Background: an optimization exercise with open tools, aiming at small area and a short achievable clock period. Do not read the settings as production practice.
Function was checked by simulation only, so behaviour that the tests miss may differ from the original.
The clock port is modelled as an ideal driver, which makes a skipped or thinned clock tree look cheaper than it is; a real chip needs a root buffer or a tree.

==> run E <==
## game_logic
module game_logic(
	input clock,
	input resetn,
	input button1,
	input button0,
	input [7:0]player_input,
	output reg [2:0] colour,
	output [9:0] x,
	output [8:0] y,
	output reg plot
);
==> module game_logic, before the edit <==
module game_logic(
	input clock,
	input resetn,
	input button1,
	input button0,
	input [7:0]player_input,
	output reg [2:0] colour,
	output [9:0] x,
	output [8:0] y,
	output reg plot
);
	reg [8:0] xr;
	reg [7:0] yr;
	assign x = {1'b0, xr};
	assign y = {1'b0, yr};
	wire [9:0] debounced_input;
	wire debounced_resetn;
	genvar g;
	generate
		for (g = 0; g < 8; g = g + 1) begin : deb_col
			debouncer d(.clk(clock), .resetn(resetn), .noisy_signal(player_input[g]),
				.debounced_signal(debounced_input[g]));
		end
	endgenerate
	debouncer debounce_8(.clk(clock), .resetn(resetn), .noisy_signal(button1),
		.debounced_signal(debounced_input[8]));
	debouncer debounce_9(.clk(clock), .resetn(resetn), .noisy_signal(button0),
		.debounced_signal(debounced_input[9]));
	reset_debouncer debounce_reset(.clk(clock), .resetn(resetn),
		.debounced_signal(debounced_resetn));
	reg [2:0] height [0:7];
	reg [5:0] same [0:7];
	reg turn;
	reg win_flag;
	function above(input [2:0] h, input integer k);
		case (k)
			0: above = h[2] | h[1] | h[0];
			1: above = h[2] | h[1];
			2: above = h[2] | (h[1] & h[0]);
			3: above = h[2];
			4: above = h[2] & (h[1] | h[0]);
			default: above = h[2] & h[1];
		endcase
	endfunction
	function [2:0] inc(input [2:0] h);
		inc = {h[2] | (h[1] & h[0]), h[1] ^ h[0], ~h[0]};
	endfunction
	reg [5:0] mine [0:7];
	integer c, k;
	always @* begin
		for (c = 0; c < 8; c = c + 1)
			for (k = 0; k < 6; k = k + 1)
				mine[c][k] = above(height[c], k) & same[c][k];
	end
	reg line;
	always @* begin
		line = 1'b0;
		for (c = 0; c < 8; c = c + 1)
			for (k = 0; k < 6; k = k + 1) begin
				if (k < 3)
					line = line | (mine[c][k] & mine[c][k+1] & mine[c][k+2] & mine[c][k+3]);
				if (c < 5)
					line = line | (mine[c][k] & mine[c+1][k] & mine[c+2][k] & mine[c+3][k]);
				if (c < 5 && k < 3)
					line = line | (mine[c][k] & mine[c+1][k+1] & mine[c+2][k+2] & mine[c+3][k+3]);
				if (c < 5 && k > 2)
					line = line | (mine[c][k] & mine[c+1][k-1] & mine[c+2][k-2] & mine[c+3][k-3]);
			end
	end
	wire button_ok = turn ? debounced_input[8] : debounced_input[9];
	reg [7:0] place;
	always @* begin
		for (c = 0; c < 8; c = c + 1)
			place[c] = debounced_input[c] & ~(height[c][2] & height[c][1]) & button_ok;
	end
	wire any_place = |place;
	function mod5is(input [5:0] q, input integer r);
		integer n;
		begin
			mod5is = 1'b0;
			for (n = r; n < 46; n = n + 5)
				if (q == n) mod5is = 1'b1;
		end
	endfunction
	wire x_wrap = xr[8] & xr[6] & xr[5] & xr[3];    
	wire y_wrap = yr[7] & yr[6] & yr[5] & yr[4];    
	wire x_cell_end = (xr[2:0] == 3'd7) & mod5is(xr[8:3], 4);
	wire x_grid_end = (xr[2:0] == 3'd3) & mod5is(xr[8:3], 0);
	reg [7:0] col;       
	reg x_grid;
	reg [5:0] lvl;
	always @* begin
		for (k = 0; k < 6; k = k + 1)
			lvl[k] = (yr >= 40 * (5 - k)) && (yr < 40 * (6 - k));
	end
	wire y_grid = ~yr[2] & mod5is({1'b0, yr[7:3]}, 0);
	wire on_grid = x_grid | y_grid;
	reg cell_occ, cell_same;
	reg [2:0] hsel;
	reg [5:0] ssel;
	always @* begin
		hsel = 3'd0;
		ssel = 6'd0;
		for (c = 0; c < 8; c = c + 1) begin
			hsel = hsel | ({3{col[c]}} & height[c]);
			ssel = ssel | ({6{col[c]}} & same[c]);
		end
		cell_occ = 1'b0;
		cell_same = 1'b0;
		for (k = 0; k < 6; k = k + 1) begin
			cell_occ = cell_occ | (lvl[k] & above(hsel, k));
			cell_same = cell_same | (lvl[k] & ssel[k]);
		end
	end
	wire cell_own = cell_same ^ turn;
	always @(posedge clock) begin
		if (!debounced_resetn) begin
			xr <= 0;
			yr <= 0;
			colour <= 3'b000;
			plot <= 1'b0;
			col <= 8'd1;
			x_grid <= 1'b1;
			turn <= 1'b0;
			win_flag <= 1'b0;
			for (c = 0; c < 8; c = c + 1)
				height[c] <= 0;
		end else begin
			for (c = 0; c < 8; c = c + 1)
				if (place[c])
					height[c] <= inc(height[c]);
			if (any_place)
				turn <= ~turn;
			if (line)
				win_flag <= 1'b1;
			if (win_flag)
				colour <= turn ? 3'b100 : 3'b010;
			else if (on_grid)
				colour <= 3'b001;
			else if (cell_occ)
				colour <= cell_own ? 3'b010 : 3'b100;
			else
				colour <= 3'b111;
			if (x_wrap) begin
				xr <= 9'd0;
				col <= 8'd1;
				x_grid <= 1'b1;
				if (y_wrap)
					yr <= 8'd0;
				else
					yr <= yr + 8'd1;
			end else begin
				xr <= xr + 9'd1;
				if (x_cell_end) begin
					col <= col << 1;
					x_grid <= 1'b1;
				end else if (x_grid_end)
					x_grid <= 1'b0;
			end
			plot <= 1'b1;
		end
	end
	always @(posedge clock) begin
		for (c = 0; c < 8; c = c + 1)
			for (k = 0; k < 6; k = k + 1)
				same[c][k] <= ~above(height[c], k) | (same[c][k] ^ any_place);
	end
endmodule
Settings: LEC_CHECK=0, CAP_MARGIN=20, CORE_MARGIN=2, CORE_UTILIZATION=40, SLEW_MARGIN=20; clock period 8.0 ns.
standard.sh (not shown) runs the stock make flow with config.mk's settings and CLKGATE_MAP_FILE= SYNTH_SCRIPT=/design/flow/synth_recipe.tcl, a recipe that flattens the netlist after the stock synthesis.
==> flow/flow/run.sh <==
#!/bin/bash
# The standard layout, with these changes:
# - the port buffers that every input and output gets are buf_2 cells (ORFS
#   picks a slow delay cell otherwise, which its repair then leaves alone);
# - denser core (68 %) and larger clock-tree sink clusters (fewer leaf buffers);
# - after clock tree synthesis, flow/clock_top.tcl rebuilds the top of the
#   tree: the leaf buffers stay, everything above them is replaced by 4
#   buffers that the clock port drives directly, one per quarter of the core,
#   so every register's clock arrives earlier, all alike.  The two levels
#   are inverters (clkinv_16 at the top, inv_16 at the leaves), which are
#   faster than buffers; two inversions keep every register on the rising
#   edge of the clock port.
# The clock period, constraints and every other step are unchanged.
set -euo pipefail
MARGIN=${MARGIN:-5.85}
KNOBS="CORE_UTILIZATION=68 SETUP_SLACK_MARGIN=$MARGIN CTS_CLUSTER_SIZE=25 CTS_CLUSTER_DIAMETER=60"
PORTS="BUFFER_PORTS_ARGS=-buffer_cell sky130_fd_sc_hd__buf_2"
bash standard.sh $KNOBS "$PORTS" cts > standard_cts.log 2>&1
R=orfs/results/sky130hd/game_logic/base
LEAF_CELL=sky130_fd_sc_hd__inv_16 TOP_CELL=sky130_fd_sc_hd__clkinv_16 ODB=$R/4_cts.odb ODB_OUT=$R/4_cts.odb openroad -no_init -exit flow/clock_top.tcl > clock_top.log 2>&1
bash standard.sh $KNOBS "$PORTS" finish > standard.log 2>&1
==> flow/flow/clock_top.tcl <==
read_db $::env(ODB)
set block [ord::get_db_block]
set port_net [$block findNet clock]

proc out_net { inst } {
  foreach it [$inst getITerms] {
    if { [$it isOutputSignal] } { return [$it getNet] }
  }
  foreach it [$inst getITerms] {
    if { [[$it getMTerm] getIoType] == "OUTPUT" } { return [$it getNet] }
  }
  return ""
}
proc in_iterm { inst } {
  foreach it [$inst getITerms] {
    if { [$it isInputSignal] } { return $it }
  }
  return ""
}
# a clock buffer whose output drives something (CTS also adds buffers with a
# free output as dummy loads; those count as sinks)
proc is_dummy { inst } {
  if { ![string match "sky130_fd_sc_hd__clkbuf_*" [[$inst getMaster] getName]] } { return 0 }
  return [expr {![is_buf $inst]}]
}
proc is_buf { inst } {
  if { ![string match "sky130_fd_sc_hd__clkbuf_*" [[$inst getMaster] getName]] } { return 0 }
  set onet [out_net $inst]
  if { $onet == "" || $onet == "NULL" } { return 0 }
  return [expr {[llength [$onet getITerms]] > 1}]
}

# walk the tree from the port
set upper {}
set leaves {}
set front [list $port_net]
while { [llength $front] } {
  set next {}
  foreach net $front {
    foreach it [$net getITerms] {
      if { ![$it isInputSignal] } { continue }
      set inst [$it getInst]
      if { ![is_buf $inst] } { continue }
      set onet [out_net $inst]
      set drives_buf 0
      set drives_sink 0
      foreach lt [$onet getITerms] {
        if { [$lt getInst] == $inst } { continue }
        if { [is_dummy [$lt getInst]] } { continue }
        if { [is_buf [$lt getInst]] } { set drives_buf 1 } else { set drives_sink 1 }
      }
      if { $drives_sink } {
        if { $drives_buf } {
          puts "[$inst getName] drives both buffers and registers: the tree is left as it is"
          write_db $::env(ODB_OUT)
          exit
        }
        lappend leaves $inst
      } else {
        lappend upper $inst
        lappend next $onet
      }
    }
  }
  set front $next
}
foreach it [$port_net getITerms] {
  if { ![is_buf [$it getInst]] } { error "the clock port drives a non-buffer" }
}
puts "[llength $upper] upper buffers, [llength $leaves] leaf buffers"
if { [llength $leaves] < 5 } {
  puts "too few leaves: the tree is left as it is"
  write_db $::env(ODB_OUT)
  exit
}

# replace a cell by one of another master, keeping its input and output nets
proc replace_cell { inst master } {
  set block [$inst getBlock]
  set name [$inst getName]
  set in_net [[in_iterm $inst] getNet]
  set o_net [out_net $inst]
  set loc [$inst getLocation]
  odb::dbInst_destroy $inst
  set ni [odb::dbInst_create $block $master $name]
  $ni setLocation [lindex $loc 0] [lindex $loc 1]
  $ni setPlacementStatus PLACED
  foreach it [$ni getITerms] {
    set sig [[$it getMTerm] getSigType]
    if { $sig == "POWER" || $sig == "GROUND" } { continue }
    if { [$it isOutputSignal] } { $it connect $o_net } elseif { [$it isInputSignal] } { $it connect $in_net }
  }
  return $ni
}
if { [info exists ::env(LEAF_CELL)] } {
  set lm [[$block getDataBase] findMaster $::env(LEAF_CELL)]
  set leaves [lmap b $leaves {replace_cell $b $lm}]
  puts "leaf buffers are now $::env(LEAF_CELL)"
}

# remove the upper levels, with any dummy loads on their nets
set dummy_list {}
foreach net [concat [list $port_net] [lmap b $upper {out_net $b}]] {
  foreach it [$net getITerms] {
    set inst [$it getInst]
    if { [$it isInputSignal] && [is_dummy $inst] } { lappend dummy_list $inst }
  }
}
set dummies [llength $dummy_list]
foreach inst $dummy_list { odb::dbInst_destroy $inst }
foreach b $leaves { [in_iterm $b] disconnect }
foreach b $upper {
  set onet [out_net $b]
  odb::dbInst_destroy $b
  odb::dbNet_destroy $onet
}
puts "removed [llength $upper] upper buffers and $dummies dummy loads"

# split the leaves into 4 groups: halves by x, then each half by y
proc centre { inst } {
  set bb [$inst getBBox]
  return [list [expr {([$bb xMin] + [$bb xMax]) / 2}] [expr {([$bb yMin] + [$bb yMax]) / 2}]]
}
set pts {}
foreach b $leaves { lappend pts [concat [list $b] [centre $b]] }
set pts [lsort -integer -index 1 $pts]
set h [expr {[llength $pts] / 2}]
set groups {}
foreach half [list [lrange $pts 0 [expr {$h - 1}]] [lrange $pts $h end]] {
  set half [lsort -integer -index 2 $half]
  set q [expr {[llength $half] / 2}]
  lappend groups [lrange $half 0 [expr {$q - 1}]] [lrange $half $q end]
}
set db [$block getDataBase]
set top_cell sky130_fd_sc_hd__clkbuf_16
if { [info exists ::env(TOP_CELL)] } { set top_cell $::env(TOP_CELL) }
set master [$db findMaster $top_cell]

set n 0
foreach grp $groups {
  incr n
  set nb [odb::dbInst_create $block $master "clkbuf_top_${n}_clock"]
  set nnet [odb::dbNet_create $block "clknet_top_${n}_clock"]
  $nnet setSigType CLOCK
  set sx 0; set sy 0
  foreach p $grp {
    [in_iterm [lindex $p 0]] connect $nnet
    incr sx [lindex $p 1]; incr sy [lindex $p 2]
  }
  $nb setLocation [expr {$sx / [llength $grp]}] [expr {$sy / [llength $grp]}]
  $nb setPlacementStatus PLACED
  foreach nit [$nb getITerms] {
    set sig [[$nit getMTerm] getSigType]
    if { $sig == "POWER" || $sig == "GROUND" } { continue }
    if { [$nit isOutputSignal] } { $nit connect $nnet } elseif { [$nit isInputSignal] } { $nit connect $port_net }
  }
  puts "clkbuf_top_${n}_clock drives [llength $grp] leaf buffers"
}
puts "clock port now drives [llength [$port_net getITerms]] cell pins"
detailed_placement
check_placement
write_db $::env(ODB_OUT)
==> inputs of run Z, as changes to run E <==
--- a/flow/design.v
+++ b/flow/design.v
@@ -90,3 +90,3 @@
 	reg [5:0] mine [0:7];
-	integer c, k;
+	integer c, k, d;
 	always @* begin
==> flow/flow/run.sh (replaced) <==
#!/bin/bash
# The standard layout, with these changes:
# - the port buffers that every input and output gets are buf_2 cells (ORFS
#   picks a slow delay cell otherwise, which its repair then leaves alone);
# - denser core (55 %) and larger clock-tree sink clusters (fewer leaf buffers);
# - after clock tree synthesis, flow/clock_top.tcl rebuilds the top of the
#   tree: the leaf buffers stay, everything above them is replaced by 4
#   buffers that the clock port drives directly, one per quarter of the core,
#   so every register's clock arrives earlier, all alike.
# The clock period, constraints and every other step are unchanged.
set -euo pipefail
MARGIN=${MARGIN:-5.8}
KNOBS="CORE_UTILIZATION=68 SETUP_SLACK_MARGIN=$MARGIN CTS_CLUSTER_SIZE=25 CTS_CLUSTER_DIAMETER=60"
PORTS="BUFFER_PORTS_ARGS=-buffer_cell sky130_fd_sc_hd__buf_2"
bash standard.sh $KNOBS "$PORTS" cts > standard_cts.log 2>&1
R=orfs/results/sky130hd/game_logic/base
ODB=$R/4_cts.odb ODB_OUT=$R/4_cts.odb openroad -no_init -exit flow/clock_top.tcl > clock_top.log 2>&1
bash standard.sh $KNOBS "$PORTS" finish > standard.log 2>&1
--- a/flow/flow/clock_top.tcl
+++ b/flow/flow/clock_top.tcl
@@ -76,26 +76,2 @@
 
-# replace a cell by one of another master, keeping its input and output nets
-proc replace_cell { inst master } {
-  set block [$inst getBlock]
-  set name [$inst getName]
-  set in_net [[in_iterm $inst] getNet]
-  set o_net [out_net $inst]
-  set loc [$inst getLocation]
-  odb::dbInst_destroy $inst
-  set ni [odb::dbInst_create $block $master $name]
-  $ni setLocation [lindex $loc 0] [lindex $loc 1]
-  $ni setPlacementStatus PLACED
-  foreach it [$ni getITerms] {
-    set sig [[$it getMTerm] getSigType]
-    if { $sig == "POWER" || $sig == "GROUND" } { continue }
-    if { [$it isOutputSignal] } { $it connect $o_net } elseif { [$it isInputSignal] } { $it connect $in_net }
-  }
-  return $ni
-}
-if { [info exists ::env(LEAF_CELL)] } {
-  set lm [[$block getDataBase] findMaster $::env(LEAF_CELL)]
-  set leaves [lmap b $leaves {replace_cell $b $lm}]
-  puts "leaf buffers are now $::env(LEAF_CELL)"
-}
-
 # remove the upper levels, with any dummy loads on their nets
@@ -137,3 +113,7 @@
 set master [$db findMaster $top_cell]
-
+if { [info exists ::env(LEAF_CELL)] } {
+  set lm [$db findMaster $::env(LEAF_CELL)]
+  foreach b $leaves { $b swapMaster $lm }
+  puts "leaf buffers are now $::env(LEAF_CELL)"
+}
 set n 0
==> flow_metrics.py <==
metrics = {
    "global_routing": {
        "grt_use_met3_pct": 5.70,
        "gr-usage-met2_pct": 57.6,
    },
    "status": {
        "outcome": "finished clean",
    },
    "final_layout": {
        "inverters": 35,
        "layout.nonclk_buf_share_pct": 5.37,
        "num-nonclk-buffers": 57,
    },
    "clock_tree": {
        "insertion_delay_ps": 310,
        "clkTransAtPathRegs_ps": 90,
    },
    "power_and_ir_drop": {
        "ir_drop_v": 0.000282,
    },
    "timing": {
        "setup_slack_ps": 5620,
    },
    "detailed_routing": {
        "wl_per_cell_um": 20.8,
    },
}
Source of the figures above: run Z

==> flow_metrics.py <==
metrics = {
    "status": {
        "outcome": "finished clean",
    },
    "power_and_ir_drop": {
        "ir_drop_v": 0.000264,
    },
    "clock_tree": {
        "clkTransAtPathRegs_ps": 70,
        "insertion_delay_ps": 190,
    },
    "global_routing": {
        "grt_use_met3_pct": 6.13,
    },
    "final_layout": {
        "num-nonclk-buffers": 55,
        "layout.nonclk_buf_share_pct": 4.51,
        "inverters": 50,
        "largestClassByArea": "multi-input gates",
    },
    "timing": {
        "setup_slack_ps": 5740,
    },
}
Source of the figures above: run E

port drivers added, routing unchanged:
How much do the figures lean on ideal ports? The routed layouts below were timed once more, with nothing changed but the port constraints.
Step 1, drivers: a clkbuf_16 drives clock and a buf_2 each remaining input, both assumed.
Step 2, shift: input delay + t, output delay - t, t = (earliest + latest rising clock arrival at the registers) / 2. This alone moves slack from input paths to output paths.
a / b / c = ideal ports / drivers / drivers and shift; a / b = the first two.
run | t, ns | setup WS [ns] | worst setup path at the end | worst register clock-pin slew, ns | pins driven straight from the clock port
run E | 0.384 | 5.742 / 5.517 / 5.676 | input to register | 0.08 / 0.08 | 4
run Z | 0.383 | 5.617 / 5.526 / 5.636 | input to register | 0.09 / 0.09 | 4
After both steps setup and hold are still met in every run listed. For run E, which loses most, drivers alone change the setup slack by -0.225 ns; drivers and shift together by -0.066 ns.
